This is an optimization exercise on Yosys and OpenROAD, whose aim is small area and a short achievable clock period, not a production implementation.
Only simulation tests tie the RTL to the original design; equivalence was not proved.
Power and IR drop assume default switching activity.

== v54 ==
Design fp_multiplier, start of the top module:
module fp_multiplier (
    input         sign,
    input         clk,
    input         rst,
    input  [16:0] a,
    input  [16:0] b,
    output [17:0] out,
    output        overflow,
    output        underflow
);
  wire [17:0] xa = {sign & a[16], a};
  wire [17:0] yb = {sign & b[16], b};
  wire [8:0] neg_d, one_d, two_d;
  wire [18:0] ybz = {yb, 1'b0};
  genvar gi;
  generate for (gi = 0; gi < 9; gi = gi + 1) begin : benc
    wire y2 = ybz[2*gi+2], y1 = ybz[2*gi+1], y0 = ybz[2*gi];
    assign neg_d[gi] = y2 & ~(y1 & y0);
    assign one_d[gi] = y1 ^ y0;
    assign two_d[gi] = (y2 & ~y1 & ~y0) | (~y2 & y1 & y0);
  end endgenerate
  reg [17:0] xr;
  reg [8:0] negr, oner, twor;
  reg s1;
  always @(posedge clk) begin
    xr <= xa; negr <= neg_d; oner <= one_d; twor <= two_d; s1 <= sign;
  end
  wire [4:0] r8sel = one_d[8] ? xa[4:0] : two_d[8] ? {xa[3:0], 1'b0} : 5'd0;
  wire [5:0] r8sum = {1'b0, r8sel ^ {5{neg_d[8]}}} + neg_d[8];
  reg [5:0] r8r;
  always @(posedge clk) r8r <= r8sum;
  wire lz_d = (1'b1 & ~|yb[9:0]) | (~|xa[0:0] & ~|yb[8:0]) | (~|xa[1:0] & ~|yb[7:0]) | (~|xa[2:0] & ~|yb[6:0]) | (~|xa[3:0] & ~|yb[5:0]) | (~|xa[4:0] & ~|yb[4:0]) | (~|xa[5:0] & ~|yb[3:0]) | (~|xa[6:0] & ~|yb[2:0]) | (~|xa[7:0] & ~|yb[1:0]) | (~|xa[8:0] & ~|yb[0:0]) | (~|xa[9:0] & 1'b1);
  reg lz1;
  always @(posedge clk) lz1 <= lz_d;
  wire pp1, pp2, pp3, pp4, pp5, pp6, pp7, pp8, pp9, pp10, pp11, pp12;
  wire pp13, pp14, pp15, pp16, pp17, pp18, pp19, pp20, pp21, pp22, pp23, pp24;
  wire pp25, pp26, pp27, pp28, pp29, pp30, pp31, pp32, pp33, pp34, pp35, pp36;
  wire pp37, pp38, pp39, pp40, pp41, pp42, pp43, pp44, pp45, pp46, pp47, pp48;
  wire pp49, pp50, pp51, pp52, pp53, pp54, pp55, pp56, pp57, pp58, pp59, pp60;
  wire pp61, pp62, pp63, pp64, pp65, pp66, pp67, pp68, pp69, pp70, pp71, pp72;
  wire pp73, pp74, pp75, pp76, pp77, pp78, pp79, pp80, pp81, pp82, pp83, pp84;
  wire pp85, pp86, pp87, pp88, pp89, pp90, pp91, pp92, pp93, pp94, pp95, pp96;
  wire pp97, pp98, pp99, pp100, pp101, pp102, pp103, pp104, pp105, pp106, pp107, pp108;
  wire pp109, pp110, pp111, pp112, pp113, pp114, pp115, pp116, pp117, pp118, pp119, pp120;
  ...
clock: 8.0 ns
lec_check: 0
cap_margin: 20
core_margin: 2
core_utilization: 40
setup_slack_margin: 4.9
slew_margin: 20
synth_hierarchical: 1
standard.sh (not shown) runs the stock make flow with config.mk's settings and CLKGATE_MAP_FILE= SYNTH_SCRIPT=/design/flow/synth_recipe.tcl, a recipe that flattens the netlist after the stock synthesis.
==> flow/flow/run.sh <==
#!/bin/bash
# Standard layout, with a plain buffer (buf_1) on every input and output port,
# a clock tree of clkbuf_8 cells and no dummy clock loads.
set -euo pipefail
bash standard.sh "BUFFER_PORTS_ARGS=-buffer_cell sky130_fd_sc_hd__buf_1" \
  "CTS_ARGS=-sink_clustering_enable -repair_clock_nets -dont_use_dummy_load -buf_list sky130_fd_sc_hd__clkbuf_8" \
  finish > make_finish.log 2>&1
Edits applied to the flow inputs when going from v54 to v29:
==> flow/flow/run.sh <==
#!/bin/bash
# Standard layout, with a plain buffer (buf_2) on every input and output port,
# a clock tree of clkbuf_8 cells and no dummy clock loads.
set -euo pipefail
bash standard.sh "BUFFER_PORTS_ARGS=-buffer_cell sky130_fd_sc_hd__buf_2" \
  "CTS_ARGS=-sink_clustering_enable -repair_clock_nets -dont_use_dummy_load -buf_list sky130_fd_sc_hd__clkbuf_8" \
  finish > make_finish.log 2>&1
### Flow results
- Every stage of the flow completed for v29, and the final layout passed the timing, design-rule and antenna checks.
- Of v29 and v54, it is v29 that has the higher total of cells resized after clock tree synthesis.
- Min share of the final layout cell area in multi-input gates across v54 and v29: v29
- When the final numbers for v54 and v29 were put side by side, the relative area change from synthesis to final layout turned out to be smaller in v54.
- Final critical-path share of the clock period: v54 vs v29, no meaningful difference
- In the flow results for v54 and v29, the final-layout worst hold slack is larger on v54.
- Post-route minimum period in v29 is 0.0058 ns below v54.
- Share of total power consumed by net switching: v54 vs v29 — no meaningful difference
- Compared v29 vs v54, and global-route wire length before repair is down in v29.
- When v29 is measured against v54, its non-clock buffer count turns out 2 higher.
- Any difference in clock latency at the later pin of the worst-skew pair between v29 and v54 is small enough to ignore.
What v10 does differently from v29 at the input level:
Settings: SETUP_SLACK_MARGIN now 5, was 4.9.
- Compared with v29, v10 shows achievable frequency that has gone up slightly.
- Looking only at sequential power, and setting everything else aside, the higher value of v29 and v10 goes to v29.
- Compared with v29, in v10 share of the cycle needed by the critical path after routing now sits lower, via count now sits higher, count of maximum capacitance violations now sits at about the same level, minimum clock period after layout now sits lower.
The following lists how v18 was set up differently from v10:
Settings: CORE_UTILIZATION changed from 40 to 50; SETUP_SLACK_MARGIN changed from 5 to 4.9.
==> flow/flow/run.sh <==
#!/bin/bash
# Standard layout, with a plain buffer (buf_1) on every input and output port,
# a clock tree of clkbuf_8 cells and no dummy clock loads.
set -euo pipefail
bash standard.sh "BUFFER_PORTS_ARGS=-buffer_cell sky130_fd_sc_hd__buf_1" \
  "CTS_ARGS=-sink_clustering_enable -repair_clock_nets -dont_use_dummy_load -buf_list sky130_fd_sc_hd__clkbuf_8" \
  finish > make_finish.log 2>&1
v18 was carried through to the last stage, and its layout satisfied the timing, design-rule and antenna checks. v10: full flow OK, the timing, design-rule and antenna checks passed. Re count of hold-fix buffers inserted at cts: no difference whatsoever between v10 and v18. As of v18, post-cts resize count had fallen by more than a quarter compared to v10. When the final numbers for v10 and v18 were put side by side, the post-place instance area turned out to be greater in v10. v18 vs. v10: maximum clock frequency fell about 2%, worst hold margin now smaller, data arrival time of the critical path shows an increase of 0.06 ns. First-pass GRT wire length of v18 falls short of that of v10 slightly. v10 → v18: wire length on met3 went down 28%, total length of routed wires went down 6.0%, power share of the clock group held.
Setup changes, v18 to v34
Settings: SETUP_SLACK_MARGIN changed from 4.9 to 4.8; CORE_UTILIZATION changed from 50 to 40.
==> results.txt <==
- Between v18 and v34, the wire length does not differ in any meaningful way.
- The post-route core utilization of v34 falls short of that of v18 by 11 points.
- v18 → v34: leakage power of the design saw a decrease; power saw a decrease.
Relative to v34, the following input files were edited for v28:
Settings: a change of SETUP_SLACK_MARGIN from 4.8 to 4.9; a change of CORE_UTILIZATION from 40 to 30.
[summary]
v28 finished all stages; the layout is clean.
v28 improves on v34 in maximum vdd ir drop.
On total power divided by cell area: v28 sits below v34.
The path length in cells of the critical path number comes out lower for v28 vs v34.
The length of routed met2 wiring reported for v28 is greater than that of v34 by about 7%.
According to the power report, total power for v28 is higher than for v34.
A master of the slowest instance on the critical path of dfxtp_4 is what v28 shows, while fa_1 belongs to v34.
Of v34 and v28, the higher time the final worst path needs with I/O delays and setup belongs to v34.
From v34 to v28 the numbers moved as follows: pin count of the biggest net entering global routing neither gained nor lost much; utilization shrank by 9.9 points; die area up about 32%; flip-flop and latch count after synthesis flat.


== pepper ==
Another version of the RTL of fp_multiplier (not shown whole).
For scale: ~980 cells after synthesis, roughly 130 flip-flops, about 57 I/O pins.
==> flow/config.mk <==
export PLATFORM = sky130hd
export DESIGN_NAME = fp_multiplier
export DESIGN_NICKNAME = fp_multiplier
export VERILOG_FILES = /design/flow/design.v
export SDC_FILE = /design/flow/constraint.sdc
export NUM_CORES = 4
export LEC_CHECK = 0
export CAP_MARGIN = 20
export CORE_MARGIN = 2
export CORE_UTILIZATION = 40
export SETUP_SLACK_MARGIN = 5
export SLEW_MARGIN = 20
export SYNTH_HIERARCHICAL = 1
==> flow/constraint.sdc <==
create_clock -name core_clock -period 8.0 [get_ports {clk}]
set_input_delay 1.6000 -clock core_clock [delete_from_list [all_inputs] [get_ports {clk}]]
set_output_delay 1.6000 -clock core_clock [all_outputs]
set_load 0.01 [all_outputs]
==> flow/flow/run.sh <==
#!/bin/bash
# Standard layout, with a plain buffer (buf_1) on every input and output port,
# a clock tree of clkbuf_8 cells and no dummy clock loads.
set -euo pipefail
bash standard.sh "BUFFER_PORTS_ARGS=-buffer_cell sky130_fd_sc_hd__buf_1" \
  "CTS_ARGS=-sink_clustering_enable -repair_clock_nets -dont_use_dummy_load -buf_list sky130_fd_sc_hd__clkbuf_8" \
  finish > make_finish.log 2>&1
The inputs of willow differ from those of pepper as listed below.
# pepper
export LEC_CHECK = 0
export CAP_MARGIN = 20
export CORE_MARGIN = 2
export CORE_UTILIZATION = 40
export SETUP_SLACK_MARGIN = 5
export SLEW_MARGIN = 20
export SYNTH_HIERARCHICAL = 1
create_clock -name core_clock -period 8.0 [get_ports {clk}]
# willow
export LEC_CHECK = 0
export CAP_MARGIN = 20
export CORE_MARGIN = 2
export CORE_UTILIZATION = 40
export CTS_BUF_LIST = sky130_fd_sc_hd__clkbuf_4 sky130_fd_sc_hd__clkbuf_8
export CTS_CLUSTER_SIZE = 30
export SETUP_SLACK_MARGIN = 5
export SLEW_MARGIN = 20
export SYNTH_HIERARCHICAL = 1
create_clock -name core_clock -period 8.0 [get_ports {clk}]
==> flow/run.sh (new file) <==
#!/bin/bash
# synth_recipe.tcl (not shown) runs the flow's synth.tcl, then flattens the netlist and writes it again
# the make line also repeats each setting of config.mk as NAME=value (left out here)
make -C /OpenROAD-flow-scripts/flow DESIGN_CONFIG=/design/flow/config.mk WORK_HOME=/design/flow/orfs CLKGATE_MAP_FILE= SYNTH_SCRIPT=/design/flow/synth_recipe.tcl finish
removed: flow/flow/run.sh
removed: flow/standard.sh
--- outcome ---
- Of willow and pepper, the higher non-clock buffer count belongs to willow.
- pepper → willow: cell-internal power +0.21 mW; fraction of standard cell area that is sequential -1.4 points; number of design-rule violations left by the first detailed-router iteration +175.
- From pepper to willow the numbers moved as follows: sequential cell power about even, fraction of met3 tracks used by global routing fell 1.7 points.
- Wire: willow routes more than pepper
- pepper vs willow, critical path startpoint: twor[1]$_DFF_P_ vs oner[0]$_DFF_P_
- Comparing via count for willow and pepper, the bigger number came from willow.
For sierra, these inputs were changed with respect to willow:
# willow
export LEC_CHECK = 0
export CAP_MARGIN = 20
export CORE_MARGIN = 2
export CORE_UTILIZATION = 40
export CTS_BUF_LIST = sky130_fd_sc_hd__clkbuf_4 sky130_fd_sc_hd__clkbuf_8
export CTS_CLUSTER_SIZE = 30
export SETUP_SLACK_MARGIN = 5
export SLEW_MARGIN = 20
export SYNTH_HIERARCHICAL = 1
create_clock -name core_clock -period 8.0 [get_ports {clk}]
# sierra
export LEC_CHECK = 0
export CAP_MARGIN = 20
export CORE_MARGIN = 2
export CORE_UTILIZATION = 40
export SETUP_SLACK_MARGIN = 4.5
export SLEW_MARGIN = 20
export SYNTH_HIERARCHICAL = 1
create_clock -name core_clock -period 8.0 [get_ports {clk}]
Results
sierra vs willow — count of non-CTS buffers in the layout dropped 63.
In sierra the areal power density over the cells turned out 5.1% higher than in willow.
Worst endpoint required time, willow and sierra: lower on sierra
Global-route total usage across every layer in sierra is 0.41 points lower than in willow
Comparing willow against sierra, there is no change at all in initial standard-cell utilization of the core.
Layout-stage area growth over the synthesis result (higher): willow

re-timing with driven ports:
How much do the figures lean on ideal ports? The routed layouts below were timed once more, with nothing changed but the port constraints. Step 1 (the two cells are an assumption about what drives the block):
set clk [get_ports {clk}]
set_driving_cell -lib_cell sky130_fd_sc_hd__clkbuf_16 $clk
set_driving_cell -lib_cell sky130_fd_sc_hd__buf_2 [delete_from_list [all_inputs] $clk]
Step 2 adds t to the input delays and takes it off the output delays; t is the mean of the earliest and latest rising clock arrival at the registers after step 1. Input paths then give back, and output paths get back, about the clock's delay inside the block. Slacks: ideal / step 1 / step 2; pairs: ideal / step 1.
run | t, ns | setup WS [ns] | hold WS [ns] | clock arrival spread, ns
v54 | 0.469 | 4.988 / 4.988 / 4.686 | 0.388 / 0.388 / 0.388 | 0.037 / 0.037
v29 | 0.482 | 4.993 / 4.993 / 4.753 | 0.383 / 0.383 / 0.383 | 0.029 / 0.029
v10 | 0.473 | 5.007 / 5.007 / 4.761 | 0.384 / 0.384 / 0.384 | 0.027 / 0.027
v18 | 0.461 | 4.948 / 4.948 / 4.748 | 0.378 / 0.378 / 0.378 | 0.023 / 0.022
v34 | 0.462 | 4.876 / 4.876 / 4.725 | 0.375 / 0.375 / 0.375 | 0.028 / 0.028
v28 | 0.479 | 4.942 / 4.942 / 4.758 | 0.326 / 0.326 / 0.326 | 0.027 / 0.027
pepper | 0.481 | 4.963 / 4.963 / 4.871 | 0.384 / 0.384 / 0.384 | 0.033 / 0.033
willow | 0.496 | 4.883 / 4.883 / 4.601 | 0.407 / 0.407 / 0.407 | 0.031 / 0.032
sierra | 0.463 | 4.632 / 4.632 / 4.504 | 0.409 / 0.409 / 0.409 | 0.011 / 0.010
After both steps setup and hold are still met in every run listed. The setup slack of v54, which loses most, moves by 0.000 ns with the drivers and by -0.302 ns with both steps.
